Background: an optimization exercise with open tools, aiming at small area. Do not read the settings as production practice. In this exercise RTL edits were held to simulation tests only and were not proved equivalent to the original. No driver is modelled on the clock port, so clock power and skew are understated where the tree is cut down; a real chip needs a root buffer or a tree. Power and IR drop assume default switching activity.

== the baseline ==
==> flow/design.v <==
`timescale 1ns / 1ps
module gppm_top (
  input clk,
  input reset,
  input [7:0] sw,
  output [7:0] leds
);
  localparam [13:0] M  = 14'd5461;
  localparam [7:0]  PI = 8'hFF;
  localparam [13:0] T  = 14'b01010101010101;
  localparam [13:0] R  = 14'b11001101010101;
  localparam [13:0] S1 = 14'b11101111111011;
  localparam [13:0] S2 = 14'b01010101010111;   
  reg [13:0] q;
  reg [7:0] p;
  reg shown_n;   
  wire shown = ~shown_n;
  wire [13:0] c = q ^ M;
  wire [7:0] pat = p ^ PI;
  wire sel = pat[7] & shown;
  wire upd = (c == (sel ? S2 : T));
  wire cap = ~shown & c[0] & c[9];
  reg [13:0] c_next;
  always @* begin
    if (reset)
      c_next = R;
    else if (upd)
      c_next = S1;
    else
      c_next = {c[12:0], c[12] ^ c[13]};
  end
  always @(posedge clk)
    q <= c_next ^ M;
  wire [7:0] pat_next = ({8{upd}} & {pat[6:0], pat[7]}) |
                        ({8{cap & ~upd}} & {sw[0], sw[7:1]}) |
                        ({8{~cap & ~upd}} & pat);
  always @(posedge clk)
    p <= pat_next ^ PI;
  always @(posedge clk or posedge reset) begin
    if (reset)
      shown_n <= 1'b1;
    else if (upd)
      shown_n <= 1'b0;
  end
  assign leds = pat & {8{shown}};
endmodule
clock: 10.0 ns
lec_check: 0
cap_margin: 20
core_area: 3 3 63 63
die_area: 0 0 66 66
place_density: 0.95
slew_margin: 20
standard.sh (not shown) runs the stock make flow with config.mk's settings and CLKGATE_MAP_FILE= SYNTH_SCRIPT=/design/flow/synth_recipe.tcl, a recipe that flattens the netlist after the stock synthesis.
==> flow/flow/run.sh <==
#!/bin/bash
# Own layout flow: the standard synthesis, then an area-oriented re-synthesis of
# the same RTL (flow/mysynth.py: its registers renamed to the standard
# synthesis's, and proven equivalent to the standard netlist with Yosys), then
# the standard ORFS flow from floorplan on, with the smallest buffer on the ports.
set -euo pipefail
W=$(pwd)
F=$W/flow
R=$W/orfs/results/$FLOW_PLATFORM/gppm_top/base
LIB=$FLOW_HOME/platforms/$FLOW_PLATFORM/lib/sky130_fd_sc_hd__tt_025C_1v80.lib

bash standard.sh synth > $W/log_synth.txt 2>&1

mkdir -p $W/mysynth
cd $W/mysynth
cp $R/1_2_yosys.v std_1_2_yosys.v
if python3 $F/mysynth.py $W/mysynth/std_1_2_yosys.v $FLOW_DESIGN $LIB $FLOW_TOP $F $W/mysynth/chosen.v \
    > $W/log_mysynth.txt 2>&1; then
  cp chosen.v $R/1_2_yosys.v
fi
cd $W

bash standard.sh "BUFFER_PORTS_ARGS=-buffer_cell sky130_fd_sc_hd__buf_1" "POST_CTS_TCL=$F/post_cts.tcl" "CLK_PLAN=2 sky130_fd_sc_hd__clkbuf_4" finish > $W/log_finish.txt 2>&1
Other scripts of this flow, unchanged in this note and not shown: flow/flow/abc_a.abc, flow/flow/abc_b.abc, flow/flow/abc_c.abc, flow/flow/abc_d.abc, flow/flow/mysynth.py, flow/flow/post_cts.tcl
> inputs changed (the baseline -> the candidate)
diff --git a/flow/design.v b/flow/design.v
--- a/flow/design.v
+++ b/flow/design.v
@@ -7,9 +7,8 @@
 );
   localparam [13:0] M  = 14'd5461;
-  localparam [7:0]  PI = 8'hFF;
   localparam [13:0] T  = 14'b01010101010101;
+  localparam [13:0] T2 = 14'b01010101010111;
   localparam [13:0] R  = 14'b11001101010101;
-  localparam [13:0] S1 = 14'b11101111111011;
-  localparam [13:0] S2 = 14'b01010101010111;   
+  localparam [13:0] S  = 14'b11101111111011;
   reg [13:0] q;
   reg [7:0] p;
@@ -17,7 +16,7 @@
   wire shown = ~shown_n;
   wire [13:0] c = q ^ M;
-  wire [7:0] pat = p ^ PI;
+  wire [7:0] pat = ~p;
   wire sel = pat[7] & shown;
-  wire upd = (c == (sel ? S2 : T));
+  wire upd = (c == (sel ? T2 : T));
   wire cap = ~shown & c[0] & c[9];
   reg [13:0] c_next;
@@ -26,5 +25,5 @@
       c_next = R;
     else if (upd)
-      c_next = S1;
+      c_next = S;
     else
       c_next = {c[12:0], c[12] ^ c[13]};
@@ -36,5 +35,5 @@
                         ({8{~cap & ~upd}} & pat);
   always @(posedge clk)
-    p <= pat_next ^ PI;
+    p <= ~pat_next;
   always @(posedge clk or posedge reset) begin
     if (reset)
==> run summary <==
STATUS global-route wire length before repair: the candidate loses against the baseline. met2 routing resource usage after global routing of the candidate is on par with the baseline. Comparing the candidate against the baseline, there is no change at all in number of sequential cells. Taking the baseline as the reference, in the candidate global-route usage ~0 delta, final period utilization +0.25 points. Between the candidate and the baseline, the difference in routed wire length is negligible. Any difference in final-layout worst hold slack between the candidate and the baseline is small enough to ignore. Compared with the baseline, the candidate shows combinational power that has gone up slightly. Diff the baseline -> the candidate: met1 usage in global routing has increased; total cell area at the placement stage essentially unchanged; data arrival time of the critical path shows an increase of 30 ps. In the candidate, the total power after layout came out 0.00061 mW above the value in the baseline. Re detailed-routed wire length on met3: the candidate and the baseline aren't equal, and the lower value belongs to the candidate. The routing usage on met3 of the candidate is lower than that of the baseline.
No run of this note takes its clock network from TritonCTS; it comes from the design's own scripts or RTL.

separate check: timing with driven ports:
The results above use ideal ports. As a check the final layouts listed here were re-extracted and re-timed, cells and wires unchanged.
Step 1 sets driving cells, clkbuf_16 on the clock port and buf_2 on the other inputs (assumed; they add their load-dependent delay and slew).
Step 2, shift: input delay + t, output delay - t, t = (earliest + latest rising clock arrival at the registers) / 2. This alone moves slack from input paths to output paths.
Three values: ideal, step 1, step 2; two values: the first two.
run | t (ns) | setup WS [ns] | worst hold slack (ns) | slew at the worst register clock pin (ns) | worst data-port slew with drivers (ns)
the baseline | 0.191 | 6.958 / 6.932 / 7.123 | 0.380 / 0.380 / 0.380 | 0.11 / 0.11 | 0.03
the candidate | 0.189 | 6.933 / 6.910 / 7.099 | 0.381 / 0.381 / 0.381 | 0.11 / 0.11 | 0.03
After both steps every run listed still meets setup and hold.
